What follows belongs to an exercise in optimizing a design on an open flow for small area, a short achievable clock period and few clock cycles per item; a production flow would make more cautious choices. Only simulation tests tie the RTL to the original design; equivalence was not proved.

==> flow/design.v, too long to show whole: its modules and the start of the top module <==
// module SNN: 3199 lines
// module snn_pp: 7 lines
// module snn_x2: 7 lines
// module snn_mj: 8 lines
// module snn_fa: 10 lines
// module snn_ha: 9 lines
module SNN(
	clk,
	rst_n,
	in_valid,
	img,
	ker,
	weight,
	out_valid,
	out_data
);
  // ...
==> flow/flow/run.sh <==
#!/bin/bash
# The standard layout (standard.sh), with these changes to how it is made:
#  - the port buffers are buf_4 cells instead of the cell buffer_ports picks
#    by default (a slow delay buffer);
#  - the timing repair steps aim for 12.45 ns of setup slack on the 17 ns
#    clock and may change a cell's footprint, so they size up the gates of
#    the longest paths. The clock, its period and the constraints are
#    unchanged.
set -o pipefail
bash standard.sh \
  BUFFER_PORTS_ARGS="-buffer_cell sky130_fd_sc_hd__buf_4" \
  SETUP_SLACK_MARGIN=12.45 \
  MATCH_CELL_FOOTPRINT=0 \
  finish 2>&1 | tee standard.log
==> flow/standard.sh <==
#!/bin/bash
# synth_recipe.tcl (not shown) runs the flow's synth.tcl, then flattens the netlist and writes it again
# the make line also repeats each setting of config.mk as NAME=value (left out here)
make -C /OpenROAD-flow-scripts/flow DESIGN_CONFIG=/design/flow/config.mk WORK_HOME=/design/flow/orfs CLKGATE_MAP_FILE= SYNTH_SCRIPT=/design/flow/synth_recipe.tcl "${@:-finish}"
==> flow/config.mk <==
export PLATFORM = sky130hd
export DESIGN_NAME = SNN
export DESIGN_NICKNAME = SNN
export VERILOG_FILES = /design/flow/design.v
export SDC_FILE = /design/flow/constraint.sdc
export NUM_CORES = 4
export LEC_CHECK = 0
export CAP_MARGIN = 20
export CORE_MARGIN = 2
export CORE_UTILIZATION = 55
export CTS_BUF_LIST = sky130_fd_sc_hd__clkbuf_16
export CTS_CLUSTER_DIAMETER = 100
export CTS_CLUSTER_SIZE = 20
export SLEW_MARGIN = 20
export SYNTH_HIERARCHICAL = 1
==> flow/constraint.sdc <==
create_clock -name core_clock -period 17.0 [get_ports {clk}]
set_input_delay 3.4000 -clock core_clock [delete_from_list [all_inputs] [get_ports {clk}]]
set_output_delay 3.4000 -clock core_clock [all_outputs]
set_load 0.01 [all_outputs]
==> impl_metrics.toml, run 1 <==
[clock_tree]
clk_pin_slew_ps = 90
cts_hold_buf = 0
ctsResizeCount = 8
clock_sinks = 495

[cells_and_area]
layoutNonFillerInstCount = 3747
seq_share_pct = 31.8
final-seq-area_um2 = 11800
nClkBuffers = 32
syn2layout_area_growth_pct = 7.32
multi_input_cells = 2179

[die]
nWellTaps = 846
io-pin-count = 38
start_util_pct = 55.3
die_x_um = 255
rows = 92

[timing]
setup_viol = 0
worst_slack_ps = 12460
fin_crit_sh_pct = 26.7
fmax_mhz = 220

[critical_path]
crit_end = "out_data[3]"
r2r-end = "q[7]$_DFF_P_"
path_buf_inv = 1
cp.required_ps = 13600
critPathMaxFanout = 1
reg2reg_depth = 16

[global_routing]
grt_pass1_wl_mm = 129
gr-usage-met1_pct = 36.6
met2_usage_pct = 43.3
grt_usage_pct = 26.2

[synth]
synth_cells = 2776
synth_edf_count = 179
synth_ff_type = "dfxtp_1"
yosysMostFrequentCell = "nor2_1"

[route]
route.antenna.remaining_nets = 0
drt_pre_antenna_iters = 5

[placement]
place_area_um2 = 36100

[run_status]
status = "timing/DRC/antenna clean"
Testbench counts, summed over its fixed seeds: cycles 14,976, items 192.
==> run 2, diff against run 1 <==
--- a/flow/design.v
+++ b/flow/design.v
@@ -55,30 +55,27 @@
 	if (cap_row1 && cnt_col == 3'd2) k8_n <= ker_n;
 	if (in_valid && cap_row0 && cnt_col == 3'd0) w0 <= weight;
 	if (cap_row0 && cnt_col == 3'd1) w1 <= weight;
 	if (cap_row0 && cnt_col == 3'd2) w2 <= weight;
 	if (cap_row0 && cnt_col == 3'd3) w3 <= weight;
 end
 reg       v1;
 reg [7:0] px_n;
-reg [7:0] pxl_n;    
 reg       img1;
 reg [2:0] row1;
 reg [2:0] col1;
 always @(posedge clk or negedge rst_n) begin
 	if (!rst_n)
 		v1 <= 1'b0;
 	else
 		v1 <= in_valid;
 end
 always @(posedge clk) begin
 	px_n <= ~img;
-	if (in_valid)
-		pxl_n <= ~img;
 	img1 <= cnt_img;
 	row1 <= cnt_row;
 	col1 <= cnt_col;
 end
 reg [7:0] sr1_n, sr2_n, sr3_n, sr4_n, sr5_n, sr6_n, sr7_n, sr8_n, sr9_n, sr10_n, sr11_n;
 always @(posedge clk) begin
 	sr1_n  <= px_n;
 	sr2_n <= sr1_n;
@@ -2152,143 +2149,143 @@
 snn_fa s3_398_u (.a(s3_366), .b(s3_335), .c(s3_365), .s(s3_398), .co(s3_399));
 wire s3_400, s3_401;
 snn_fa s3_400_u (.a(a2_s[16]), .b(a2_c[16]), .c(s3_367), .s(s3_400), .co(s3_401));
 wire s3_402, s3_403;
 snn_ha s3_402_u (.a(a2_s[17]), .b(a2_c[17]), .s(s3_402), .co(s3_403));
 wire s3_404, s3_405;
 snn_ha s3_404_u (.a(a2_s[18]), .b(a2_c[18]), .s(s3_404), .co(s3_405));
 wire s4_pp0_0;
-snn_pp s4_pp0_0_u (.a(k8_n[0]), .b(pxl_n[0]), .y(s4_pp0_0));
+snn_pp s4_pp0_0_u (.a(k8_n[0]), .b(px_n[0]), .y(s4_pp0_0));
 wire s4_pp1_0;
-snn_pp s4_pp1_0_u (.a(k8_n[0]), .b(pxl_n[1]), .y(s4_pp1_0));
+snn_pp s4_pp1_0_u (.a(k8_n[0]), .b(px_n[1]), .y(s4_pp1_0));
 wire s4_pp2_0;
-snn_pp s4_pp2_0_u (.a(k8_n[0]), .b(pxl_n[2]), .y(s4_pp2_0));
+snn_pp s4_pp2_0_u (.a(k8_n[0]), .b(px_n[2]), .y(s4_pp2_0));
 wire s4_pp3_0;
-snn_pp s4_pp3_0_u (.a(k8_n[0]), .b(pxl_n[3]), .y(s4_pp3_0));
+snn_pp s4_pp3_0_u (.a(k8_n[0]), .b(px_n[3]), .y(s4_pp3_0));
 wire s4_pp4_0;
-snn_pp s4_pp4_0_u (.a(k8_n[0]), .b(pxl_n[4]), .y(s4_pp4_0));
+snn_pp s4_pp4_0_u (.a(k8_n[0]), .b(px_n[4]), .y(s4_pp4_0));
 wire s4_pp5_0;
-snn_pp s4_pp5_0_u (.a(k8_n[0]), .b(pxl_n[5]), .y(s4_pp5_0));
+snn_pp s4_pp5_0_u (.a(k8_n[0]), .b(px_n[5]), .y(s4_pp5_0));
 wire s4_pp6_0;
-snn_pp s4_pp6_0_u (.a(k8_n[0]), .b(pxl_n[6]), .y(s4_pp6_0));
+snn_pp s4_pp6_0_u (.a(k8_n[0]), .b(px_n[6]), .y(s4_pp6_0));
 wire s4_pp7_0;
-snn_pp s4_pp7_0_u (.a(k8_n[0]), .b(pxl_n[7]), .y(s4_pp7_0));
+snn_pp s4_pp7_0_u (.a(k8_n[0]), .b(px_n[7]), .y(s4_pp7_0));
 wire s4_pp8_0;
-snn_pp s4_pp8_0_u (.a(k8_n[1]), .b(pxl_n[0]), .y(s4_pp8_0));
+snn_pp s4_pp8_0_u (.a(k8_n[1]), .b(px_n[0]), .y(s4_pp8_0));
 wire s4_pp9_0;
-snn_pp s4_pp9_0_u (.a(k8_n[1]), .b(pxl_n[1]), .y(s4_pp9_0));
+snn_pp s4_pp9_0_u (.a(k8_n[1]), .b(px_n[1]), .y(s4_pp9_0));
 wire s4_pp10_0;
-snn_pp s4_pp10_0_u (.a(k8_n[1]), .b(pxl_n[2]), .y(s4_pp10_0));
+snn_pp s4_pp10_0_u (.a(k8_n[1]), .b(px_n[2]), .y(s4_pp10_0));
 wire s4_pp11_0;
-snn_pp s4_pp11_0_u (.a(k8_n[1]), .b(pxl_n[3]), .y(s4_pp11_0));
+snn_pp s4_pp11_0_u (.a(k8_n[1]), .b(px_n[3]), .y(s4_pp11_0));
 wire s4_pp12_0;
-snn_pp s4_pp12_0_u (.a(k8_n[1]), .b(pxl_n[4]), .y(s4_pp12_0));
+snn_pp s4_pp12_0_u (.a(k8_n[1]), .b(px_n[4]), .y(s4_pp12_0));
 wire s4_pp13_0;
-snn_pp s4_pp13_0_u (.a(k8_n[1]), .b(pxl_n[5]), .y(s4_pp13_0));
+snn_pp s4_pp13_0_u (.a(k8_n[1]), .b(px_n[5]), .y(s4_pp13_0));
 wire s4_pp14_0;
-snn_pp s4_pp14_0_u (.a(k8_n[1]), .b(pxl_n[6]), .y(s4_pp14_0));
+snn_pp s4_pp14_0_u (.a(k8_n[1]), .b(px_n[6]), .y(s4_pp14_0));
 wire s4_pp15_0;
-snn_pp s4_pp15_0_u (.a(k8_n[1]), .b(pxl_n[7]), .y(s4_pp15_0));
+snn_pp s4_pp15_0_u (.a(k8_n[1]), .b(px_n[7]), .y(s4_pp15_0));
 wire s4_pp16_0;
-snn_pp s4_pp16_0_u (.a(k8_n[2]), .b(pxl_n[0]), .y(s4_pp16_0));
+snn_pp s4_pp16_0_u (.a(k8_n[2]), .b(px_n[0]), .y(s4_pp16_0));
 wire s4_pp17_0;
-snn_pp s4_pp17_0_u (.a(k8_n[2]), .b(pxl_n[1]), .y(s4_pp17_0));
+snn_pp s4_pp17_0_u (.a(k8_n[2]), .b(px_n[1]), .y(s4_pp17_0));
 wire s4_pp18_0;
-snn_pp s4_pp18_0_u (.a(k8_n[2]), .b(pxl_n[2]), .y(s4_pp18_0));
+snn_pp s4_pp18_0_u (.a(k8_n[2]), .b(px_n[2]), .y(s4_pp18_0));
 wire s4_pp19_0;
-snn_pp s4_pp19_0_u (.a(k8_n[2]), .b(pxl_n[3]), .y(s4_pp19_0));
+snn_pp s4_pp19_0_u (.a(k8_n[2]), .b(px_n[3]), .y(s4_pp19_0));
 wire s4_pp20_0;
-snn_pp s4_pp20_0_u (.a(k8_n[2]), .b(pxl_n[4]), .y(s4_pp20_0));
+snn_pp s4_pp20_0_u (.a(k8_n[2]), .b(px_n[4]), .y(s4_pp20_0));
 wire s4_pp21_0;
-snn_pp s4_pp21_0_u (.a(k8_n[2]), .b(pxl_n[5]), .y(s4_pp21_0));
+snn_pp s4_pp21_0_u (.a(k8_n[2]), .b(px_n[5]), .y(s4_pp21_0));
 wire s4_pp22_0;
-snn_pp s4_pp22_0_u (.a(k8_n[2]), .b(pxl_n[6]), .y(s4_pp22_0));
+snn_pp s4_pp22_0_u (.a(k8_n[2]), .b(px_n[6]), .y(s4_pp22_0));
 wire s4_pp23_0;
-snn_pp s4_pp23_0_u (.a(k8_n[2]), .b(pxl_n[7]), .y(s4_pp23_0));
+snn_pp s4_pp23_0_u (.a(k8_n[2]), .b(px_n[7]), .y(s4_pp23_0));
 wire s4_pp24_0;
-snn_pp s4_pp24_0_u (.a(k8_n[3]), .b(pxl_n[0]), .y(s4_pp24_0));
+snn_pp s4_pp24_0_u (.a(k8_n[3]), .b(px_n[0]), .y(s4_pp24_0));
 wire s4_pp25_0;
-snn_pp s4_pp25_0_u (.a(k8_n[3]), .b(pxl_n[1]), .y(s4_pp25_0));
+snn_pp s4_pp25_0_u (.a(k8_n[3]), .b(px_n[1]), .y(s4_pp25_0));
 wire s4_pp26_0;
-snn_pp s4_pp26_0_u (.a(k8_n[3]), .b(pxl_n[2]), .y(s4_pp26_0));
+snn_pp s4_pp26_0_u (.a(k8_n[3]), .b(px_n[2]), .y(s4_pp26_0));
 wire s4_pp27_0;
-snn_pp s4_pp27_0_u (.a(k8_n[3]), .b(pxl_n[3]), .y(s4_pp27_0));
+snn_pp s4_pp27_0_u (.a(k8_n[3]), .b(px_n[3]), .y(s4_pp27_0));
 wire s4_pp28_0;
-snn_pp s4_pp28_0_u (.a(k8_n[3]), .b(pxl_n[4]), .y(s4_pp28_0));
+snn_pp s4_pp28_0_u (.a(k8_n[3]), .b(px_n[4]), .y(s4_pp28_0));
 wire s4_pp29_0;
-snn_pp s4_pp29_0_u (.a(k8_n[3]), .b(pxl_n[5]), .y(s4_pp29_0));
+snn_pp s4_pp29_0_u (.a(k8_n[3]), .b(px_n[5]), .y(s4_pp29_0));
 wire s4_pp30_0;
-snn_pp s4_pp30_0_u (.a(k8_n[3]), .b(pxl_n[6]), .y(s4_pp30_0));
+snn_pp s4_pp30_0_u (.a(k8_n[3]), .b(px_n[6]), .y(s4_pp30_0));
 wire s4_pp31_0;
-snn_pp s4_pp31_0_u (.a(k8_n[3]), .b(pxl_n[7]), .y(s4_pp31_0));
+snn_pp s4_pp31_0_u (.a(k8_n[3]), .b(px_n[7]), .y(s4_pp31_0));
 wire s4_pp32_0;
-snn_pp s4_pp32_0_u (.a(k8_n[4]), .b(pxl_n[0]), .y(s4_pp32_0));
+snn_pp s4_pp32_0_u (.a(k8_n[4]), .b(px_n[0]), .y(s4_pp32_0));
 wire s4_pp33_0;
-snn_pp s4_pp33_0_u (.a(k8_n[4]), .b(pxl_n[1]), .y(s4_pp33_0));
+snn_pp s4_pp33_0_u (.a(k8_n[4]), .b(px_n[1]), .y(s4_pp33_0));
 wire s4_pp34_0;
-snn_pp s4_pp34_0_u (.a(k8_n[4]), .b(pxl_n[2]), .y(s4_pp34_0));
+snn_pp s4_pp34_0_u (.a(k8_n[4]), .b(px_n[2]), .y(s4_pp34_0));
 wire s4_pp35_0;
-snn_pp s4_pp35_0_u (.a(k8_n[4]), .b(pxl_n[3]), .y(s4_pp35_0));
+snn_pp s4_pp35_0_u (.a(k8_n[4]), .b(px_n[3]), .y(s4_pp35_0));
 wire s4_pp36_0;
-snn_pp s4_pp36_0_u (.a(k8_n[4]), .b(pxl_n[4]), .y(s4_pp36_0));
+snn_pp s4_pp36_0_u (.a(k8_n[4]), .b(px_n[4]), .y(s4_pp36_0));
 wire s4_pp37_0;
-snn_pp s4_pp37_0_u (.a(k8_n[4]), .b(pxl_n[5]), .y(s4_pp37_0));
+snn_pp s4_pp37_0_u (.a(k8_n[4]), .b(px_n[5]), .y(s4_pp37_0));
 wire s4_pp38_0;
-snn_pp s4_pp38_0_u (.a(k8_n[4]), .b(pxl_n[6]), .y(s4_pp38_0));
+snn_pp s4_pp38_0_u (.a(k8_n[4]), .b(px_n[6]), .y(s4_pp38_0));
 wire s4_pp39_0;
-snn_pp s4_pp39_0_u (.a(k8_n[4]), .b(pxl_n[7]), .y(s4_pp39_0));
+snn_pp s4_pp39_0_u (.a(k8_n[4]), .b(px_n[7]), .y(s4_pp39_0));
 wire s4_pp40_0;
-snn_pp s4_pp40_0_u (.a(k8_n[5]), .b(pxl_n[0]), .y(s4_pp40_0));
+snn_pp s4_pp40_0_u (.a(k8_n[5]), .b(px_n[0]), .y(s4_pp40_0));
 wire s4_pp41_0;
-snn_pp s4_pp41_0_u (.a(k8_n[5]), .b(pxl_n[1]), .y(s4_pp41_0));
+snn_pp s4_pp41_0_u (.a(k8_n[5]), .b(px_n[1]), .y(s4_pp41_0));
 wire s4_pp42_0;
-snn_pp s4_pp42_0_u (.a(k8_n[5]), .b(pxl_n[2]), .y(s4_pp42_0));
+snn_pp s4_pp42_0_u (.a(k8_n[5]), .b(px_n[2]), .y(s4_pp42_0));
 wire s4_pp43_0;
-snn_pp s4_pp43_0_u (.a(k8_n[5]), .b(pxl_n[3]), .y(s4_pp43_0));
+snn_pp s4_pp43_0_u (.a(k8_n[5]), .b(px_n[3]), .y(s4_pp43_0));
 wire s4_pp44_0;
-snn_pp s4_pp44_0_u (.a(k8_n[5]), .b(pxl_n[4]), .y(s4_pp44_0));
+snn_pp s4_pp44_0_u (.a(k8_n[5]), .b(px_n[4]), .y(s4_pp44_0));
 wire s4_pp45_0;
-snn_pp s4_pp45_0_u (.a(k8_n[5]), .b(pxl_n[5]), .y(s4_pp45_0));
+snn_pp s4_pp45_0_u (.a(k8_n[5]), .b(px_n[5]), .y(s4_pp45_0));
 wire s4_pp46_0;
-snn_pp s4_pp46_0_u (.a(k8_n[5]), .b(pxl_n[6]), .y(s4_pp46_0));
+snn_pp s4_pp46_0_u (.a(k8_n[5]), .b(px_n[6]), .y(s4_pp46_0));
 wire s4_pp47_0;
-snn_pp s4_pp47_0_u (.a(k8_n[5]), .b(pxl_n[7]), .y(s4_pp47_0));
+snn_pp s4_pp47_0_u (.a(k8_n[5]), .b(px_n[7]), .y(s4_pp47_0));
 wire s4_pp48_0;
-snn_pp s4_pp48_0_u (.a(k8_n[6]), .b(pxl_n[0]), .y(s4_pp48_0));
+snn_pp s4_pp48_0_u (.a(k8_n[6]), .b(px_n[0]), .y(s4_pp48_0));
 wire s4_pp49_0;
-snn_pp s4_pp49_0_u (.a(k8_n[6]), .b(pxl_n[1]), .y(s4_pp49_0));
+snn_pp s4_pp49_0_u (.a(k8_n[6]), .b(px_n[1]), .y(s4_pp49_0));
 wire s4_pp50_0;
-snn_pp s4_pp50_0_u (.a(k8_n[6]), .b(pxl_n[2]), .y(s4_pp50_0));
+snn_pp s4_pp50_0_u (.a(k8_n[6]), .b(px_n[2]), .y(s4_pp50_0));
 wire s4_pp51_0;
-snn_pp s4_pp51_0_u (.a(k8_n[6]), .b(pxl_n[3]), .y(s4_pp51_0));
+snn_pp s4_pp51_0_u (.a(k8_n[6]), .b(px_n[3]), .y(s4_pp51_0));
 wire s4_pp52_0;
-snn_pp s4_pp52_0_u (.a(k8_n[6]), .b(pxl_n[4]), .y(s4_pp52_0));
+snn_pp s4_pp52_0_u (.a(k8_n[6]), .b(px_n[4]), .y(s4_pp52_0));
 wire s4_pp53_0;
-snn_pp s4_pp53_0_u (.a(k8_n[6]), .b(pxl_n[5]), .y(s4_pp53_0));
+snn_pp s4_pp53_0_u (.a(k8_n[6]), .b(px_n[5]), .y(s4_pp53_0));
 wire s4_pp54_0;
-snn_pp s4_pp54_0_u (.a(k8_n[6]), .b(pxl_n[6]), .y(s4_pp54_0));
+snn_pp s4_pp54_0_u (.a(k8_n[6]), .b(px_n[6]), .y(s4_pp54_0));
 wire s4_pp55_0;
-snn_pp s4_pp55_0_u (.a(k8_n[6]), .b(pxl_n[7]), .y(s4_pp55_0));
+snn_pp s4_pp55_0_u (.a(k8_n[6]), .b(px_n[7]), .y(s4_pp55_0));
 wire s4_pp56_0;
-snn_pp s4_pp56_0_u (.a(k8_n[7]), .b(pxl_n[0]), .y(s4_pp56_0));
+snn_pp s4_pp56_0_u (.a(k8_n[7]), .b(px_n[0]), .y(s4_pp56_0));
 wire s4_pp57_0;
-snn_pp s4_pp57_0_u (.a(k8_n[7]), .b(pxl_n[1]), .y(s4_pp57_0));
+snn_pp s4_pp57_0_u (.a(k8_n[7]), .b(px_n[1]), .y(s4_pp57_0));
 wire s4_pp58_0;
-snn_pp s4_pp58_0_u (.a(k8_n[7]), .b(pxl_n[2]), .y(s4_pp58_0));
+snn_pp s4_pp58_0_u (.a(k8_n[7]), .b(px_n[2]), .y(s4_pp58_0));
 wire s4_pp59_0;
-snn_pp s4_pp59_0_u (.a(k8_n[7]), .b(pxl_n[3]), .y(s4_pp59_0));
+snn_pp s4_pp59_0_u (.a(k8_n[7]), .b(px_n[3]), .y(s4_pp59_0));
 wire s4_pp60_0;
-snn_pp s4_pp60_0_u (.a(k8_n[7]), .b(pxl_n[4]), .y(s4_pp60_0));
+snn_pp s4_pp60_0_u (.a(k8_n[7]), .b(px_n[4]), .y(s4_pp60_0));
 wire s4_pp61_0;
-snn_pp s4_pp61_0_u (.a(k8_n[7]), .b(pxl_n[5]), .y(s4_pp61_0));
+snn_pp s4_pp61_0_u (.a(k8_n[7]), .b(px_n[5]), .y(s4_pp61_0));
 wire s4_pp62_0;
-snn_pp s4_pp62_0_u (.a(k8_n[7]), .b(pxl_n[6]), .y(s4_pp62_0));
+snn_pp s4_pp62_0_u (.a(k8_n[7]), .b(px_n[6]), .y(s4_pp62_0));
 wire s4_pp63_0;
-snn_pp s4_pp63_0_u (.a(k8_n[7]), .b(pxl_n[7]), .y(s4_pp63_0));
+snn_pp s4_pp63_0_u (.a(k8_n[7]), .b(px_n[7]), .y(s4_pp63_0));
 wire s4_64, s4_65;
 snn_ha s4_64_u (.a(a3_s[7]), .b(a3_c[7]), .s(s4_64), .co(s4_65));
 wire s4_66, s4_67;
 snn_ha s4_66_u (.a(a3_s[8]), .b(a3_c[8]), .s(s4_66), .co(s4_67));
 wire s4_68, s4_69;
 snn_ha s4_68_u (.a(a3_s[4]), .b(a3_c[4]), .s(s4_68), .co(s4_69));
 wire s4_70, s4_71;
 snn_fa s4_70_u (.a(a3_s[5]), .b(a3_c[5]), .c(s4_pp5_0), .s(s4_70), .co(s4_71));
@@ -2366,157 +2363,73 @@
 snn_fa s4_142_u (.a(a3_s[12]), .b(a3_c[12]), .c(s4_pp47_0), .s(s4_142), .co(s4_143));
 wire s4_144, s4_145;
 snn_fa s4_144_u (.a(s4_pp54_0), .b(s4_pp61_0), .c(s4_103), .s(s4_144), .co(s4_145));
 wire s4_146, s4_147;
 snn_fa s4_146_u (.a(a3_s[13]), .b(a3_c[13]), .c(s4_pp55_0), .s(s4_146), .co(s4_147));
 wire s4_148, s4_149;
 snn_ha s4_148_u (.a(a3_s[1]), .b(a3_c[1]), .s(s4_148), .co(s4_149));
 wire s4_150, s4_151;
-wire s4_150_x;
-snn_x2 s4_150_u0 (.a(s4_104), .b(s4_pp2_0), .y(s4_150_x));
-snn_x2 s4_150_u1 (.a(s4_150_x), .b(s4_pp9_0), .y(s4_150));
-snn_mj s4_150_u2 (.a(s4_104), .b(s4_pp2_0), .c(s4_pp9_0), .y(s4_151));
+snn_fa s4_150_u (.a(s4_104), .b(s4_pp2_0), .c(s4_pp9_0), .s(s4_150), .co(s4_151));
 wire s4_152, s4_153;
-wire s4_152_x;
-snn_x2 s4_152_u0 (.a(s4_105), .b(s4_pp24_0), .y(s4_152_x));
-snn_x2 s4_152_u1 (.a(s4_152_x), .b(s4_108), .y(s4_152));
-snn_mj s4_152_u2 (.a(s4_105), .b(s4_pp24_0), .c(s4_108), .y(s4_153));
+snn_fa s4_152_u (.a(s4_105), .b(s4_pp24_0), .c(s4_108), .s(s4_152), .co(s4_153));
 wire s4_154, s4_155;
-wire s4_154_x;
-snn_x2 s4_154_u0 (.a(s4_109), .b(s4_107), .y(s4_154_x));
-snn_x2 s4_154_u1 (.a(s4_154_x), .b(s4_110), .y(s4_154));
-snn_mj s4_154_u2 (.a(s4_109), .b(s4_107), .c(s4_110), .y(s4_155));
+snn_fa s4_154_u (.a(s4_109), .b(s4_107), .c(s4_110), .s(s4_154), .co(s4_155));
 wire s4_156, s4_157;
-wire s4_156_x;
-snn_x2 s4_156_u0 (.a(s4_111), .b(s4_113), .y(s4_156_x));
-snn_x2 s4_156_u1 (.a(s4_156_x), .b(s4_114), .y(s4_156));
-snn_mj s4_156_u2 (.a(s4_111), .b(s4_113), .c(s4_114), .y(s4_157));
+snn_fa s4_156_u (.a(s4_111), .b(s4_113), .c(s4_114), .s(s4_156), .co(s4_157));
 wire s4_158, s4_159;
-wire s4_158_x;
-snn_x2 s4_158_u0 (.a(s4_115), .b(s4_118), .y(s4_158_x));
-snn_x2 s4_158_u1 (.a(s4_158_x), .b(s4_117), .y(s4_158));
-snn_mj s4_158_u2 (.a(s4_115), .b(s4_118), .c(s4_117), .y(s4_159));
+snn_fa s4_158_u (.a(s4_115), .b(s4_118), .c(s4_117), .s(s4_158), .co(s4_159));
 wire s4_160, s4_161;
-wire s4_160_x;
-snn_x2 s4_160_u0 (.a(s4_119), .b(s4_121), .y(s4_160_x));
-snn_x2 s4_160_u1 (.a(s4_160_x), .b(s4_122), .y(s4_160));
-snn_mj s4_160_u2 (.a(s4_119), .b(s4_121), .c(s4_122), .y(s4_161));
+snn_fa s4_160_u (.a(s4_119), .b(s4_121), .c(s4_122), .s(s4_160), .co(s4_161));
 wire s4_162, s4_163;
-wire s4_162_x;
-snn_x2 s4_162_u0 (.a(s4_123), .b(s4_125), .y(s4_162_x));
-snn_x2 s4_162_u1 (.a(s4_162_x), .b(s4_126), .y(s4_162));
-snn_mj s4_162_u2 (.a(s4_123), .b(s4_125), .c(s4_126), .y(s4_163));
+snn_fa s4_162_u (.a(s4_123), .b(s4_125), .c(s4_126), .s(s4_162), .co(s4_163));
 wire s4_164, s4_165;
-wire s4_164_x;
-snn_x2 s4_164_u0 (.a(s4_127), .b(s4_129), .y(s4_164_x));
-snn_x2 s4_164_u1 (.a(s4_164_x), .b(s4_130), .y(s4_164));
-snn_mj s4_164_u2 (.a(s4_127), .b(s4_129), .c(s4_130), .y(s4_165));
+snn_fa s4_164_u (.a(s4_127), .b(s4_129), .c(s4_130), .s(s4_164), .co(s4_165));
 wire s4_166, s4_167;
-wire s4_166_x;
-snn_x2 s4_166_u0 (.a(s4_131), .b(s4_133), .y(s4_166_x));
-snn_x2 s4_166_u1 (.a(s4_166_x), .b(s4_134), .y(s4_166));
-snn_mj s4_166_u2 (.a(s4_131), .b(s4_133), .c(s4_134), .y(s4_167));
+snn_fa s4_166_u (.a(s4_131), .b(s4_133), .c(s4_134), .s(s4_166), .co(s4_167));
 wire s4_168, s4_169;
-wire s4_168_x;
-snn_x2 s4_168_u0 (.a(s4_138), .b(s4_135), .y(s4_168_x));
-snn_x2 s4_168_u1 (.a(s4_168_x), .b(s4_137), .y(s4_168));
-snn_mj s4_168_u2 (.a(s4_138), .b(s4_135), .c(s4_137), .y(s4_169));
+snn_fa s4_168_u (.a(s4_138), .b(s4_135), .c(s4_137), .s(s4_168), .co(s4_169));
 wire s4_170, s4_171;
-wire s4_170_x;
-snn_x2 s4_170_u0 (.a(s4_139), .b(s4_142), .y(s4_170_x));
-snn_x2 s4_170_u1 (.a(s4_170_x), .b(s4_141), .y(s4_170));
-snn_mj s4_170_u2 (.a(s4_139), .b(s4_142), .c(s4_141), .y(s4_171));
+snn_fa s4_170_u (.a(s4_139), .b(s4_142), .c(s4_141), .s(s4_170), .co(s4_171));
 wire s4_172, s4_173;
-wire s4_172_x;
-snn_x2 s4_172_u0 (.a(s4_pp62_0), .b(s4_143), .y(s4_172_x));
-snn_x2 s4_172_u1 (.a(s4_172_x), .b(s4_146), .y(s4_172));
-snn_mj s4_172_u2 (.a(s4_pp62_0), .b(s4_143), .c(s4_146), .y(s4_173));
+snn_fa s4_172_u (.a(s4_pp62_0), .b(s4_143), .c(s4_146), .s(s4_172), .co(s4_173));
 wire s4_174, s4_175;
-wire s4_174_x;
-snn_x2 s4_174_u0 (.a(a3_s[14]), .b(a3_c[14]), .y(s4_174_x));
-snn_x2 s4_174_u1 (.a(s4_174_x), .b(s4_pp63_0), .y(s4_174));
-snn_mj s4_174_u2 (.a(a3_s[14]), .b(a3_c[14]), .c(s4_pp63_0), .y(s4_175));
+snn_fa s4_174_u (.a(a3_s[14]), .b(a3_c[14]), .c(s4_pp63_0), .s(s4_174), .co(s4_175));
 wire s4_176, s4_177;
 snn_ha s4_176_u (.a(a3_s[0]), .b(a3_c[0]), .s(s4_176), .co(s4_177));
 wire s4_178, s4_179;
-wire s4_178_x;
-snn_x2 s4_178_u0 (.a(s4_148), .b(s4_pp1_0), .y(s4_178_x));
-snn_x2 s4_178_u1 (.a(s4_178_x), .b(s4_pp8_0), .y(s4_178));
-snn_mj s4_178_u2 (.a(s4_148), .b(s4_pp1_0), .c(s4_pp8_0), .y(s4_179));
+snn_fa s4_178_u (.a(s4_148), .b(s4_pp1_0), .c(s4_pp8_0), .s(s4_178), .co(s4_179));
 wire s4_180, s4_181;
-wire s4_180_x;
-snn_x2 s4_180_u0 (.a(s4_149), .b(s4_pp16_0), .y(s4_180_x));
-snn_x2 s4_180_u1 (.a(s4_180_x), .b(s4_150), .y(s4_180));
-snn_mj s4_180_u2 (.a(s4_149), .b(s4_pp16_0), .c(s4_150), .y(s4_181));
+snn_fa s4_180_u (.a(s4_149), .b(s4_pp16_0), .c(s4_150), .s(s4_180), .co(s4_181));
 wire s4_182, s4_183;
-wire s4_182_x;
-snn_x2 s4_182_u0 (.a(s4_151), .b(s4_106), .y(s4_182_x));
-snn_x2 s4_182_u1 (.a(s4_182_x), .b(s4_152), .y(s4_182));
-snn_mj s4_182_u2 (.a(s4_151), .b(s4_106), .c(s4_152), .y(s4_183));
+snn_fa s4_182_u (.a(s4_151), .b(s4_106), .c(s4_152), .s(s4_182), .co(s4_183));
 wire s4_184, s4_185;
-wire s4_184_x;
-snn_x2 s4_184_u0 (.a(s4_112), .b(s4_153), .y(s4_184_x));
-snn_x2 s4_184_u1 (.a(s4_184_x), .b(s4_154), .y(s4_184));
-snn_mj s4_184_u2 (.a(s4_112), .b(s4_153), .c(s4_154), .y(s4_185));
+snn_fa s4_184_u (.a(s4_112), .b(s4_153), .c(s4_154), .s(s4_184), .co(s4_185));
 wire s4_186, s4_187;
-wire s4_186_x;
-snn_x2 s4_186_u0 (.a(s4_155), .b(s4_156), .y(s4_186_x));
-snn_x2 s4_186_u1 (.a(s4_186_x), .b(s4_116), .y(s4_186));
-snn_mj s4_186_u2 (.a(s4_155), .b(s4_156), .c(s4_116), .y(s4_187));
+snn_fa s4_186_u (.a(s4_155), .b(s4_156), .c(s4_116), .s(s4_186), .co(s4_187));
 wire s4_188, s4_189;
-wire s4_188_x;
-snn_x2 s4_188_u0 (.a(s4_157), .b(s4_120), .y(s4_188_x));
-snn_x2 s4_188_u1 (.a(s4_188_x), .b(s4_158), .y(s4_188));
-snn_mj s4_188_u2 (.a(s4_157), .b(s4_120), .c(s4_158), .y(s4_189));
+snn_fa s4_188_u (.a(s4_157), .b(s4_120), .c(s4_158), .s(s4_188), .co(s4_189));
 wire s4_190, s4_191;
-wire s4_190_x;
-snn_x2 s4_190_u0 (.a(s4_124), .b(s4_159), .y(s4_190_x));
-snn_x2 s4_190_u1 (.a(s4_190_x), .b(s4_160), .y(s4_190));
-snn_mj s4_190_u2 (.a(s4_124), .b(s4_159), .c(s4_160), .y(s4_191));
+snn_fa s4_190_u (.a(s4_124), .b(s4_159), .c(s4_160), .s(s4_190), .co(s4_191));
 wire s4_192, s4_193;
-wire s4_192_x;
-snn_x2 s4_192_u0 (.a(s4_128), .b(s4_161), .y(s4_192_x));
-snn_x2 s4_192_u1 (.a(s4_192_x), .b(s4_162), .y(s4_192));
-snn_mj s4_192_u2 (.a(s4_128), .b(s4_161), .c(s4_162), .y(s4_193));
+snn_fa s4_192_u (.a(s4_128), .b(s4_161), .c(s4_162), .s(s4_192), .co(s4_193));
 wire s4_194, s4_195;
-wire s4_194_x;
-snn_x2 s4_194_u0 (.a(s4_132), .b(s4_163), .y(s4_194_x));
-snn_x2 s4_194_u1 (.a(s4_194_x), .b(s4_164), .y(s4_194));
-snn_mj s4_194_u2 (.a(s4_132), .b(s4_163), .c(s4_164), .y(s4_195));
+snn_fa s4_194_u (.a(s4_132), .b(s4_163), .c(s4_164), .s(s4_194), .co(s4_195));
 wire s4_196, s4_197;
-wire s4_196_x;
-snn_x2 s4_196_u0 (.a(s4_136), .b(s4_165), .y(s4_196_x));
-snn_x2 s4_196_u1 (.a(s4_196_x), .b(s4_166), .y(s4_196));
-snn_mj s4_196_u2 (.a(s4_136), .b(s4_165), .c(s4_166), .y(s4_197));
+snn_fa s4_196_u (.a(s4_136), .b(s4_165), .c(s4_166), .s(s4_196), .co(s4_197));
 wire s4_198, s4_199;
-wire s4_198_x;
-snn_x2 s4_198_u0 (.a(s4_140), .b(s4_167), .y(s4_198_x));
-snn_x2 s4_198_u1 (.a(s4_198_x), .b(s4_168), .y(s4_198));
-snn_mj s4_198_u2 (.a(s4_140), .b(s4_167), .c(s4_168), .y(s4_199));
+snn_fa s4_198_u (.a(s4_140), .b(s4_167), .c(s4_168), .s(s4_198), .co(s4_199));
 wire s4_200, s4_201;
-wire s4_200_x;
-snn_x2 s4_200_u0 (.a(s4_144), .b(s4_169), .y(s4_200_x));
-snn_x2 s4_200_u1 (.a(s4_200_x), .b(s4_170), .y(s4_200));
-snn_mj s4_200_u2 (.a(s4_144), .b(s4_169), .c(s4_170), .y(s4_201));
+snn_fa s4_200_u (.a(s4_144), .b(s4_169), .c(s4_170), .s(s4_200), .co(s4_201));
 wire s4_202, s4_203;
-wire s4_202_x;
-snn_x2 s4_202_u0 (.a(s4_172), .b(s4_145), .y(s4_202_x));
-snn_x2 s4_202_u1 (.a(s4_202_x), .b(s4_171), .y(s4_202));
-snn_mj s4_202_u2 (.a(s4_172), .b(s4_145), .c(s4_171), .y(s4_203));
+snn_fa s4_202_u (.a(s4_172), .b(s4_145), .c(s4_171), .s(s4_202), .co(s4_203));
 wire s4_204, s4_205;
-wire s4_204_x;
-snn_x2 s4_204_u0 (.a(s4_174), .b(s4_147), .y(s4_204_x));
-snn_x2 s4_204_u1 (.a(s4_204_x), .b(s4_173), .y(s4_204));
-snn_mj s4_204_u2 (.a(s4_174), .b(s4_147), .c(s4_173), .y(s4_205));
+snn_fa s4_204_u (.a(s4_174), .b(s4_147), .c(s4_173), .s(s4_204), .co(s4_205));
 wire s4_206, s4_207;
-wire s4_206_x;
-snn_x2 s4_206_u0 (.a(a3_s[15]), .b(a3_c[15]), .y(s4_206_x));
-snn_x2 s4_206_u1 (.a(s4_206_x), .b(s4_175), .y(s4_206));
-snn_mj s4_206_u2 (.a(a3_s[15]), .b(a3_c[15]), .c(s4_175), .y(s4_207));
+snn_fa s4_206_u (.a(a3_s[15]), .b(a3_c[15]), .c(s4_175), .s(s4_206), .co(s4_207));
 wire s4_208, s4_209;
 snn_ha s4_208_u (.a(a3_s[16]), .b(a3_c[16]), .s(s4_208), .co(s4_209));
 wire s4_210, s4_211;
 snn_ha s4_210_u (.a(a3_s[17]), .b(a3_c[17]), .s(s4_210), .co(s4_211));
 wire s4_212, s4_213;
 snn_ha s4_212_u (.a(a3_s[18]), .b(a3_c[18]), .s(s4_212), .co(s4_213));
 wire [19:0] s1_s = {1'b0, 1'b0, 1'b0, s1_531, s1_529, s1_527, s1_525, s1_523, s1_521, s1_519, s1_517, s1_515, s1_513, s1_511, s1_509, s1_507, s1_505, s1_503, s1_501, s1_500};
 wire [19:0] s1_c = {1'b0, 1'b0, 1'b0, 1'b0, s1_530, s1_528, s1_526, s1_524, s1_522, s1_520, s1_518, s1_516, s1_514, s1_512, s1_510, s1_508, s1_506, s1_504, s1_502, s1_pp128_0};
@@ -2623,211 +2536,97 @@
 snn_fa dq_94_u (.a(conv[17]), .b(~conv[14]), .c(conv[11]), .s(dq_94), .co(dq_95));
 wire dq_96, dq_97;
 snn_ha dq_96_u (.a(conv[18]), .b(~conv[15]), .s(dq_96), .co(dq_97));
 wire dq_98, dq_99;
 snn_ha dq_98_u (.a(conv[19]), .b(~conv[16]), .s(dq_98), .co(dq_99));
 wire dq_100, dq_101;
 snn_ha dq_100_u (.a(conv[2]), .b(1'b1), .s(dq_100), .co(dq_101));
 wire dq_102, dq_103;
-wire dq_102_x;
-snn_x2 dq_102_u0 (.a(dq_37), .b(dq_38), .y(dq_102_x));
-snn_x2 dq_102_u1 (.a(dq_102_x), .b(dq_2), .y(dq_102));
-snn_mj dq_102_u2 (.a(dq_37), .b(dq_38), .c(dq_2), .y(dq_103));
+snn_fa dq_102_u (.a(dq_37), .b(dq_38), .c(dq_2), .s(dq_102), .co(dq_103));
 wire dq_104, dq_105;
-wire dq_104_x;
-snn_x2 dq_104_u0 (.a(dq_39), .b(dq_42), .y(dq_104_x));
-snn_x2 dq_104_u1 (.a(dq_104_x), .b(dq_41), .y(dq_104));
-snn_mj dq_104_u2 (.a(dq_39), .b(dq_42), .c(dq_41), .y(dq_105));
+snn_fa dq_104_u (.a(dq_39), .b(dq_42), .c(dq_41), .s(dq_104), .co(dq_105));
 wire dq_106, dq_107;
-wire dq_106_x;
-snn_x2 dq_106_u0 (.a(dq_43), .b(dq_46), .y(dq_106_x));
-snn_x2 dq_106_u1 (.a(dq_106_x), .b(dq_45), .y(dq_106));
-snn_mj dq_106_u2 (.a(dq_43), .b(dq_46), .c(dq_45), .y(dq_107));
+snn_fa dq_106_u (.a(dq_43), .b(dq_46), .c(dq_45), .s(dq_106), .co(dq_107));
 wire dq_108, dq_109;
-wire dq_108_x;
-snn_x2 dq_108_u0 (.a(dq_47), .b(dq_50), .y(dq_108_x));
-snn_x2 dq_108_u1 (.a(dq_108_x), .b(dq_49), .y(dq_108));
-snn_mj dq_108_u2 (.a(dq_47), .b(dq_50), .c(dq_49), .y(dq_109));
+snn_fa dq_108_u (.a(dq_47), .b(dq_50), .c(dq_49), .s(dq_108), .co(dq_109));
 wire dq_110, dq_111;
-wire dq_110_x;
-snn_x2 dq_110_u0 (.a(dq_51), .b(dq_53), .y(dq_110_x));
-snn_x2 dq_110_u1 (.a(dq_110_x), .b(dq_54), .y(dq_110));
-snn_mj dq_110_u2 (.a(dq_51), .b(dq_53), .c(dq_54), .y(dq_111));
+snn_fa dq_110_u (.a(dq_51), .b(dq_53), .c(dq_54), .s(dq_110), .co(dq_111));
 wire dq_112, dq_113;
-wire dq_112_x;
-snn_x2 dq_112_u0 (.a(dq_55), .b(dq_57), .y(dq_112_x));
-snn_x2 dq_112_u1 (.a(dq_112_x), .b(dq_58), .y(dq_112));
-snn_mj dq_112_u2 (.a(dq_55), .b(dq_57), .c(dq_58), .y(dq_113));
+snn_fa dq_112_u (.a(dq_55), .b(dq_57), .c(dq_58), .s(dq_112), .co(dq_113));
 wire dq_114, dq_115;
-wire dq_114_x;
-snn_x2 dq_114_u0 (.a(dq_59), .b(dq_61), .y(dq_114_x));
-snn_x2 dq_114_u1 (.a(dq_114_x), .b(dq_62), .y(dq_114));
-snn_mj dq_114_u2 (.a(dq_59), .b(dq_61), .c(dq_62), .y(dq_115));
+snn_fa dq_114_u (.a(dq_59), .b(dq_61), .c(dq_62), .s(dq_114), .co(dq_115));
 wire dq_116, dq_117;
-wire dq_116_x;
-snn_x2 dq_116_u0 (.a(dq_66), .b(dq_63), .y(dq_116_x));
-snn_x2 dq_116_u1 (.a(dq_116_x), .b(dq_65), .y(dq_116));
-snn_mj dq_116_u2 (.a(dq_66), .b(dq_63), .c(dq_65), .y(dq_117));
+snn_fa dq_116_u (.a(dq_66), .b(dq_63), .c(dq_65), .s(dq_116), .co(dq_117));
 wire dq_118, dq_119;
-wire dq_118_x;
-snn_x2 dq_118_u0 (.a(dq_67), .b(dq_70), .y(dq_118_x));
-snn_x2 dq_118_u1 (.a(dq_118_x), .b(dq_69), .y(dq_118));
-snn_mj dq_118_u2 (.a(dq_67), .b(dq_70), .c(dq_69), .y(dq_119));
+snn_fa dq_118_u (.a(dq_67), .b(dq_70), .c(dq_69), .s(dq_118), .co(dq_119));
 wire dq_120, dq_121;
-wire dq_120_x;
-snn_x2 dq_120_u0 (.a(dq_71), .b(dq_74), .y(dq_120_x));
-snn_x2 dq_120_u1 (.a(dq_120_x), .b(dq_73), .y(dq_120));
-snn_mj dq_120_u2 (.a(dq_71), .b(dq_74), .c(dq_73), .y(dq_121));
+snn_fa dq_120_u (.a(dq_71), .b(dq_74), .c(dq_73), .s(dq_120), .co(dq_121));
 wire dq_122, dq_123;
-wire dq_122_x;
-snn_x2 dq_122_u0 (.a(dq_75), .b(dq_78), .y(dq_122_x));
-snn_x2 dq_122_u1 (.a(dq_122_x), .b(dq_80), .y(dq_122));
-snn_mj dq_122_u2 (.a(dq_75), .b(dq_78), .c(dq_80), .y(dq_123));
+snn_fa dq_122_u (.a(dq_75), .b(dq_78), .c(dq_80), .s(dq_122), .co(dq_123));
 wire dq_124, dq_125;
-wire dq_124_x;
-snn_x2 dq_124_u0 (.a(dq_79), .b(dq_82), .y(dq_124_x));
-snn_x2 dq_124_u1 (.a(dq_124_x), .b(dq_84), .y(dq_124));
-snn_mj dq_124_u2 (.a(dq_79), .b(dq_82), .c(dq_84), .y(dq_125));
+snn_fa dq_124_u (.a(dq_79), .b(dq_82), .c(dq_84), .s(dq_124), .co(dq_125));
 wire dq_126, dq_127;
-wire dq_126_x;
-snn_x2 dq_126_u0 (.a(dq_88), .b(dq_83), .y(dq_126_x));
-snn_x2 dq_126_u1 (.a(dq_126_x), .b(dq_86), .y(dq_126));
-snn_mj dq_126_u2 (.a(dq_88), .b(dq_83), .c(dq_86), .y(dq_127));
+snn_fa dq_126_u (.a(dq_88), .b(dq_83), .c(dq_86), .s(dq_126), .co(dq_127));
 wire dq_128, dq_129;
-wire dq_128_x;
-snn_x2 dq_128_u0 (.a(dq_89), .b(dq_92), .y(dq_128_x));
-snn_x2 dq_128_u1 (.a(dq_128_x), .b(dq_87), .y(dq_128));
-snn_mj dq_128_u2 (.a(dq_89), .b(dq_92), .c(dq_87), .y(dq_129));
+snn_fa dq_128_u (.a(dq_89), .b(dq_92), .c(dq_87), .s(dq_128), .co(dq_129));
 wire dq_130, dq_131;
-wire dq_130_x;
-snn_x2 dq_130_u0 (.a(1'b1), .b(dq_93), .y(dq_130_x));
-snn_x2 dq_130_u1 (.a(dq_130_x), .b(dq_91), .y(dq_130));
-snn_mj dq_130_u2 (.a(1'b1), .b(dq_93), .c(dq_91), .y(dq_131));
+snn_fa dq_130_u (.a(1'b1), .b(dq_93), .c(dq_91), .s(dq_130), .co(dq_131));
 wire dq_132, dq_133;
-wire dq_132_x;
-snn_x2 dq_132_u0 (.a(conv[12]), .b(1'b1), .y(dq_132_x));
-snn_x2 dq_132_u1 (.a(dq_132_x), .b(dq_96), .y(dq_132));
-snn_mj dq_132_u2 (.a(conv[12]), .b(1'b1), .c(dq_96), .y(dq_133));
+snn_fa dq_132_u (.a(conv[12]), .b(1'b1), .c(dq_96), .s(dq_132), .co(dq_133));
 wire dq_134, dq_135;
-wire dq_134_x;
-snn_x2 dq_134_u0 (.a(conv[13]), .b(1'b1), .y(dq_134_x));
-snn_x2 dq_134_u1 (.a(dq_134_x), .b(dq_97), .y(dq_134));
-snn_mj dq_134_u2 (.a(conv[13]), .b(1'b1), .c(dq_97), .y(dq_135));
+snn_fa dq_134_u (.a(conv[13]), .b(1'b1), .c(dq_97), .s(dq_134), .co(dq_135));
 wire dq_136, dq_137;
-wire dq_136_x;
-snn_x2 dq_136_u0 (.a(~conv[17]), .b(conv[14]), .y(dq_136_x));
-snn_x2 dq_136_u1 (.a(dq_136_x), .b(1'b1), .y(dq_136));
-snn_mj dq_136_u2 (.a(~conv[17]), .b(conv[14]), .c(1'b1), .y(dq_137));
+snn_fa dq_136_u (.a(~conv[17]), .b(conv[14]), .c(1'b1), .s(dq_136), .co(dq_137));
 wire dq_138, dq_139;
 snn_ha dq_138_u (.a(~conv[18]), .b(conv[15]), .s(dq_138), .co(dq_139));
 wire dq_140, dq_141;
 snn_ha dq_140_u (.a(~conv[19]), .b(conv[16]), .s(dq_140), .co(dq_141));
 wire dq_142, dq_143;
 snn_ha dq_142_u (.a(dq_100), .b(dq_0), .s(dq_142), .co(dq_143));
 wire dq_144, dq_145;
-wire dq_144_x;
-snn_x2 dq_144_u0 (.a(dq_101), .b(dq_40), .y(dq_144_x));
-snn_x2 dq_144_u1 (.a(dq_144_x), .b(dq_102), .y(dq_144));
-snn_mj dq_144_u2 (.a(dq_101), .b(dq_40), .c(dq_102), .y(dq_145));
+snn_fa dq_144_u (.a(dq_101), .b(dq_40), .c(dq_102), .s(dq_144), .co(dq_145));
 wire dq_146, dq_147;
-wire dq_146_x;
-snn_x2 dq_146_u0 (.a(dq_103), .b(dq_44), .y(dq_146_x));
-snn_x2 dq_146_u1 (.a(dq_146_x), .b(dq_104), .y(dq_146));
-snn_mj dq_146_u2 (.a(dq_103), .b(dq_44), .c(dq_104), .y(dq_147));
+snn_fa dq_146_u (.a(dq_103), .b(dq_44), .c(dq_104), .s(dq_146), .co(dq_147));
 wire dq_148, dq_149;
-wire dq_148_x;
-snn_x2 dq_148_u0 (.a(dq_48), .b(dq_105), .y(dq_148_x));
-snn_x2 dq_148_u1 (.a(dq_148_x), .b(dq_106), .y(dq_148));
-snn_mj dq_148_u2 (.a(dq_48), .b(dq_105), .c(dq_106), .y(dq_149));
+snn_fa dq_148_u (.a(dq_48), .b(dq_105), .c(dq_106), .s(dq_148), .co(dq_149));
 wire dq_150, dq_151;
-wire dq_150_x;
-snn_x2 dq_150_u0 (.a(dq_52), .b(dq_107), .y(dq_150_x));
-snn_x2 dq_150_u1 (.a(dq_150_x), .b(dq_108), .y(dq_150));
-snn_mj dq_150_u2 (.a(dq_52), .b(dq_107), .c(dq_108), .y(dq_151));
+snn_fa dq_150_u (.a(dq_52), .b(dq_107), .c(dq_108), .s(dq_150), .co(dq_151));
 wire dq_152, dq_153;
-wire dq_152_x;
-snn_x2 dq_152_u0 (.a(dq_56), .b(dq_109), .y(dq_152_x));
-snn_x2 dq_152_u1 (.a(dq_152_x), .b(dq_110), .y(dq_152));
-snn_mj dq_152_u2 (.a(dq_56), .b(dq_109), .c(dq_110), .y(dq_153));
+snn_fa dq_152_u (.a(dq_56), .b(dq_109), .c(dq_110), .s(dq_152), .co(dq_153));
 wire dq_154, dq_155;
-wire dq_154_x;
-snn_x2 dq_154_u0 (.a(dq_60), .b(dq_111), .y(dq_154_x));
-snn_x2 dq_154_u1 (.a(dq_154_x), .b(dq_112), .y(dq_154));
-snn_mj dq_154_u2 (.a(dq_60), .b(dq_111), .c(dq_112), .y(dq_155));
+snn_fa dq_154_u (.a(dq_60), .b(dq_111), .c(dq_112), .s(dq_154), .co(dq_155));
 wire dq_156, dq_157;
-wire dq_156_x;
-snn_x2 dq_156_u0 (.a(dq_64), .b(dq_113), .y(dq_156_x));
-snn_x2 dq_156_u1 (.a(dq_156_x), .b(dq_114), .y(dq_156));
-snn_mj dq_156_u2 (.a(dq_64), .b(dq_113), .c(dq_114), .y(dq_157));
+snn_fa dq_156_u (.a(dq_64), .b(dq_113), .c(dq_114), .s(dq_156), .co(dq_157));
 wire dq_158, dq_159;
-wire dq_158_x;
-snn_x2 dq_158_u0 (.a(dq_68), .b(dq_115), .y(dq_158_x));
-snn_x2 dq_158_u1 (.a(dq_158_x), .b(dq_116), .y(dq_158));
-snn_mj dq_158_u2 (.a(dq_68), .b(dq_115), .c(dq_116), .y(dq_159));
+snn_fa dq_158_u (.a(dq_68), .b(dq_115), .c(dq_116), .s(dq_158), .co(dq_159));
 wire dq_160, dq_161;
-wire dq_160_x;
-snn_x2 dq_160_u0 (.a(dq_72), .b(dq_117), .y(dq_160_x));
-snn_x2 dq_160_u1 (.a(dq_160_x), .b(dq_118), .y(dq_160));
-snn_mj dq_160_u2 (.a(dq_72), .b(dq_117), .c(dq_118), .y(dq_161));
+snn_fa dq_160_u (.a(dq_72), .b(dq_117), .c(dq_118), .s(dq_160), .co(dq_161));
 wire dq_162, dq_163;
-wire dq_162_x;
-snn_x2 dq_162_u0 (.a(dq_76), .b(dq_119), .y(dq_162_x));
-snn_x2 dq_162_u1 (.a(dq_162_x), .b(dq_120), .y(dq_162));
-snn_mj dq_162_u2 (.a(dq_76), .b(dq_119), .c(dq_120), .y(dq_163));
+snn_fa dq_162_u (.a(dq_76), .b(dq_119), .c(dq_120), .s(dq_162), .co(dq_163));
 wire dq_164, dq_165;
-wire dq_164_x;
-snn_x2 dq_164_u0 (.a(dq_77), .b(dq_122), .y(dq_164_x));
-snn_x2 dq_164_u1 (.a(dq_164_x), .b(dq_121), .y(dq_164));
-snn_mj dq_164_u2 (.a(dq_77), .b(dq_122), .c(dq_121), .y(dq_165));
+snn_fa dq_164_u (.a(dq_77), .b(dq_122), .c(dq_121), .s(dq_164), .co(dq_165));
 wire dq_166, dq_167;
-wire dq_166_x;
-snn_x2 dq_166_u0 (.a(dq_81), .b(dq_124), .y(dq_166_x));
-snn_x2 dq_166_u1 (.a(dq_166_x), .b(dq_123), .y(dq_166));
-snn_mj dq_166_u2 (.a(dq_81), .b(dq_124), .c(dq_123), .y(dq_167));
+snn_fa dq_166_u (.a(dq_81), .b(dq_124), .c(dq_123), .s(dq_166), .co(dq_167));
 wire dq_168, dq_169;
-wire dq_168_x;
-snn_x2 dq_168_u0 (.a(dq_85), .b(dq_126), .y(dq_168_x));
-snn_x2 dq_168_u1 (.a(dq_168_x), .b(dq_125), .y(dq_168));
-snn_mj dq_168_u2 (.a(dq_85), .b(dq_126), .c(dq_125), .y(dq_169));
+snn_fa dq_168_u (.a(dq_85), .b(dq_126), .c(dq_125), .s(dq_168), .co(dq_169));
 wire dq_170, dq_171;
-wire dq_170_x;
-snn_x2 dq_170_u0 (.a(dq_90), .b(dq_127), .y(dq_170_x));
-snn_x2 dq_170_u1 (.a(dq_170_x), .b(dq_128), .y(dq_170));
-snn_mj dq_170_u2 (.a(dq_90), .b(dq_127), .c(dq_128), .y(dq_171));
+snn_fa dq_170_u (.a(dq_90), .b(dq_127), .c(dq_128), .s(dq_170), .co(dq_171));
 wire dq_172, dq_173;
-wire dq_172_x;
-snn_x2 dq_172_u0 (.a(dq_94), .b(dq_129), .y(dq_172_x));
-snn_x2 dq_172_u1 (.a(dq_172_x), .b(dq_130), .y(dq_172));
-snn_mj dq_172_u2 (.a(dq_94), .b(dq_129), .c(dq_130), .y(dq_173));
+snn_fa dq_172_u (.a(dq_94), .b(dq_129), .c(dq_130), .s(dq_172), .co(dq_173));
 wire dq_174, dq_175;
-wire dq_174_x;
-snn_x2 dq_174_u0 (.a(dq_95), .b(dq_132), .y(dq_174_x));
-snn_x2 dq_174_u1 (.a(dq_174_x), .b(dq_131), .y(dq_174));
-snn_mj dq_174_u2 (.a(dq_95), .b(dq_132), .c(dq_131), .y(dq_175));
+snn_fa dq_174_u (.a(dq_95), .b(dq_132), .c(dq_131), .s(dq_174), .co(dq_175));
 wire dq_176, dq_177;
-wire dq_176_x;
-snn_x2 dq_176_u0 (.a(dq_98), .b(dq_133), .y(dq_176_x));
-snn_x2 dq_176_u1 (.a(dq_176_x), .b(dq_134), .y(dq_176));
-snn_mj dq_176_u2 (.a(dq_98), .b(dq_133), .c(dq_134), .y(dq_177));
+snn_fa dq_176_u (.a(dq_98), .b(dq_133), .c(dq_134), .s(dq_176), .co(dq_177));
 wire dq_178, dq_179;
-wire dq_178_x;
-snn_x2 dq_178_u0 (.a(dq_99), .b(dq_136), .y(dq_178_x));
-snn_x2 dq_178_u1 (.a(dq_178_x), .b(dq_135), .y(dq_178));
-snn_mj dq_178_u2 (.a(dq_99), .b(dq_136), .c(dq_135), .y(dq_179));
+snn_fa dq_178_u (.a(dq_99), .b(dq_136), .c(dq_135), .s(dq_178), .co(dq_179));
 wire dq_180, dq_181;
-wire dq_180_x;
-snn_x2 dq_180_u0 (.a(1'b1), .b(dq_138), .y(dq_180_x));
-snn_x2 dq_180_u1 (.a(dq_180_x), .b(dq_137), .y(dq_180));
-snn_mj dq_180_u2 (.a(1'b1), .b(dq_138), .c(dq_137), .y(dq_181));
+snn_fa dq_180_u (.a(1'b1), .b(dq_138), .c(dq_137), .s(dq_180), .co(dq_181));
 wire dq_182, dq_183;
-wire dq_182_x;
-snn_x2 dq_182_u0 (.a(1'b1), .b(dq_139), .y(dq_182_x));
-snn_x2 dq_182_u1 (.a(dq_182_x), .b(dq_140), .y(dq_182));
-snn_mj dq_182_u2 (.a(1'b1), .b(dq_139), .c(dq_140), .y(dq_183));
+snn_fa dq_182_u (.a(1'b1), .b(dq_139), .c(dq_140), .s(dq_182), .co(dq_183));
 wire dq_184, dq_185;
 snn_ha dq_184_u (.a(conv[17]), .b(dq_141), .s(dq_184), .co(dq_185));
 wire dq_186, dq_187;
 snn_ha dq_186_u (.a(conv[18]), .b(1'b1), .s(dq_186), .co(dq_187));
 wire [22:0] qsum = {dq_185, dq_183, dq_181, dq_179, dq_177, dq_175, dq_173, dq_171, dq_169, dq_167, dq_165, dq_163, dq_161, dq_159, dq_157, dq_155, dq_153, dq_151, dq_149, dq_147, dq_145, dq_143, dq_142} + {dq_186, dq_184, dq_182, dq_180, dq_178, dq_176, dq_174, dq_172, dq_170, dq_168, dq_166, dq_164, dq_162, dq_160, dq_158, dq_156, dq_154, dq_152, dq_150, dq_148, dq_146, dq_144, dq_36};
 wire [7:0] q_nx = qsum[22:15];
 wire fc_pp0_0;
 snn_pp fc_pp0_0_u (.a(wsel_n[0]), .b(m_n[0]), .y(fc_pp0_0));
==> flow/config.mk (replaced) <==
export PLATFORM = sky130hd
export DESIGN_NAME = SNN
export DESIGN_NICKNAME = SNN
export VERILOG_FILES = /design/flow/design.v
export SDC_FILE = /design/flow/constraint.sdc
export NUM_CORES = 4
export LEC_CHECK = 0
export CAP_MARGIN = 20
export CORE_MARGIN = 2
export CORE_UTILIZATION = 65
export CTS_BUF_LIST = sky130_fd_sc_hd__clkbuf_16
export CTS_CLUSTER_DIAMETER = 100
export CTS_CLUSTER_SIZE = 20
export SLEW_MARGIN = 20
export SYNTH_HIERARCHICAL = 1
==> impl_metrics.toml, run 2 <==
[cells_and_area]
syn2layout_area_growth_pct = 7.50
final-seq-area_um2 = 11600
top_register = "conv"
largest_register_ffs = 20
drive_gt1_share_pct = 7.38
final_common_cell = "nor2_1"
num-nets-final = 3658
final.fill_count = 3677
layout_common_cells = "697 x nor2_1, 681 x fa_1, 272 x dfxtp_1, 177 x ha_1, 171 x edfxtp_1"
multi_input_area_um2 = 22200
antennaDiodeCount = 0
layoutNonFillerInstCount = 3473

[min_path]
hp-start = "sr2_n[5]$_DFF_P_"
worstHoldEndpoint = "sr3_n[5]$_DFF_P_"
hp-class = "reg -> reg"
min_path_cells = 0

[critical_path]
critPathLaunchType = "register"
critical_path.most_common_cell = "fa_1"
cp-end-kind = "register"
crit_slowest_cell = "fa_1"
r2r_slack_ps = 12410
r2r_start = "k8_n[0]$_DFFE_PP_"
slowest_delay_ps = 540
worstPathArrival_ps = 5070
critPathMaxFanout = 6
crit_type = "reg -> reg"
path_buf_inv = 0
critPathLaunch = "k8_n[0]$_DFFE_PP_"
reg2reg_depth = 14
r2r-end = "conv[18]$_DFF_P_"
worstPathCellList = "nor2_2 > fa_1 > fa_2 > fa_1 > fa_1 > ha_4 > a2111o_1 > o211ai_1 > a21oi_2 > nor4_2 > nor3_2 > a211oi_2 > a21oi_1 > xor2_1"
cpLargestDelayFamily = "adder cells"
cp.required_ps = 17470

[route]
drt_pre_antenna_iters = 5
vias = 20530
via_per_inst = 5.91
drt_wl_total_mm = 76.6
wl_per_cell_um = 22.0
drc = 0
route.antenna.remaining_nets = 0
drtIter0Drc = 1402

[timing]
slew_violations = 0
fmax_mhz = 218
skew_ps = 38.8
rsz0062_at_grt = "true"
relSlewSlack_pct = 30.0
fin_tns_setup_ps = 0
fin_crit_sh_pct = 27.0
period_needed_ps = 4590
tightest_slew_ps = 1050
hold_viol = 0
setup_viol = 0

[synth]
syn_avg_cell_area_um2 = 12.8
synthMuxAreaShare_pct = 1.21
synth-seq-cells = 487
yosysMostFrequentCell = "nor2_1"
synth_ff_type = "dfxtp_1"
synth_compound_area_share_pct = 3.70
yosys.area_share.xor_xnor_pct = 1.80
synth.distinct_cells = 81
synth_top_area_cell = "fa_1"
synth_top_area_share_pct = 40.2
async_reset_ff_share_pct = 5.34
synth-simple-area-share_pct = 11.0
synth_edf_count = 171
netlist_top_cells_area = "fa_1 40%, dfxtp_1 17%, edfxtp_1 15%, nor2_1 7.7%, ha_1 6.6%"
synth_top_family_by_area = "adder cells"
synth_cells = 2656
synthTopCellsByCount = "699 x nor2_1, 683 x fa_1, 290 x dfxtp_1"
ys_seq_area_share_pct = 34.0
synth_area_um2 = 34000
ys_warn_count = 7
synthAdderAreaFrac_pct = 46.7

[global_routing]
gr-usage-met1_pct = 41.5
grt_max_degree = 47
grt_pass1_wl_mm = 124
grt_use_met3_pct = 5.87
antenna_found_initial = 0
grt-busiest-layer = "met2"
met2_usage_pct = 49.2
grt_pass1_vias = 22990
grt_usage_pct = 30.2
overflow = 0

[die]
start_util_pct = 66.1
rows = 83
io-pin-count = 38
core_area_um2 = 51500
die_x_um = 233
die_height_um = 233
dieArea_um2 = 54200

[clock_tree]
clock_sinks = 487
htreeDepth = 1
clk_pin_slew_ps = 90
clock_latency_ps = 620
cts_tree = "yes"
clock-root-buffer = "clkbuf_16"
clk_path_buf_depth = 3
numCtsBuffers = 30

[placement]
detailed_place_hpwl_mm = 60.7
io_buffers = 37
dp.cells = 3383
finalWeightedCongestion = 0.899

[run_status]
status = "timing/DRC/antenna clean"

[job]
cap_violations = 0
[run 2: changes by cell type after synthesis, moves of 6 or more]
cell,before,now
xor2_1,154,19
fa_1,617,683
maj3_2,66,0
nand4_1,18,9
edfxtp_1,179,171
o21a_1,12,5
a31oi_1,7,1
nand2b_1,10,16
nand3_1,15,21
[run 2: cell families after synthesis]
group,count (synthesis)
DFF,487
other,2
adders and majority gates,862
muxes,39
xor gates and xnor gates,70
buffers and inverters,130
and+or+nand+nor,895
AOI/OAI and AO/OA,171
[run 2: Yosys stat by module (local to each module, per instance)]
module | flip-flops and latches | area [um2] | times used
snn_pp | 0 | 3.75 | 640
snn_fa | 0 | 20.0 | 665
SNN | 487 | 17400 | 1
snn_ha | 0 | 12.5 | 76
[run 2: final cells by class]
| class | count | area share, % |
|---|---|---|
| Timing Repair Buffer | 79 | 1.67 |
| Inverter | 114 | 1.18 |
| Clock inverter | 25 | 0.352 |
| Sequential cell | 487 | 31.8 |
| Multi-Input combinational cell | 2057 | 60.6 |
| Clock buffer | 31 | 2.12 |
| Tap cell | 680 | 2.32 |
[run 2: worst max path at each step]
| stage | endpoint | slack (ps) | cells after the start |
|---|---|---|---|
| after floorplan | conv[18]$_DFF_P_ | 12500 | 14 |
| after global placement | conv[18]$_DFF_P_ | 12010 | 15 |
| after detailed placement | conv[18]$_DFF_P_ | 11860 | 15 |
| after CTS | conv[18]$_DFF_P_ | 12420 | 14 |
| after global routing | conv[18]$_DFF_P_ | 12160 | 14 |
| final | conv[18]$_DFF_P_ | 12410 | 14 |
[run 2: per-layer routing]
layer  part of all wire (%)  vias to the layer above  wire [um]
met4                    3.2                        2       2440
met5                   0.11                        -         85
li1                       -                     8873          -
met2                     49                      752      37800
met3                    6.8                      164       5230
met1                     41                    10739      31000
[run 2: per-stage QoR]
| step | util [%] | hold slack (ps) | instance area, um2 | setup WS (ps) |
|---|---|---|---|---|
| floorplan | - | 310 | 34100 | 12500 |
| global placement | 68.4 | 311 | 35200 | 12010 |
| detailed placement | 68.4 | 312 | 35200 | 11860 |
| CTS | 70.5 | 328 | 36300 | 12420 |
| global route | 71.0 | 333 | 36600 | 12160 |
| finish | 71.0 | 324 | 36600 | 12410 |
[run 2: what timing repair did]
action,CTS,global route
resized for setup,35,26
pin swaps,2,23
setup endpoints to repair,17,20
hold buffers,0,0
setup buffers,9,24
Testbench counts of run 2, summed over its fixed seeds: cycles 14,976, items 192.

separate check: timing with driven ports:
The flow's constraints put no driver on any port. The routed layouts listed below were extracted and timed again, unchanged, in two steps. Step 1 assumes that a clkbuf_16 drives the clock port and a buf_2 every other input. Step 2 times the ports against the registers' clock, not the clock port: input delays grow and output delays shrink by t, the midpoint of the rising clock arrivals with the driver on. Slacks: no drivers / after step 1 / after step 2; pairs: no drivers / after step 1.
run | t (ns) | slack for setup (ns) | worst setup path at the end | latest minus earliest clock arrival (ns)
run 1 | 0.672 | 12.462 / 12.396 / 12.552 | input to register | 0.026 / 0.026
run 2 | 0.657 | 12.406 / 12.406 / 12.406 | register to register | 0.041 / 0.041
After both steps setup and hold are still met in every run listed.
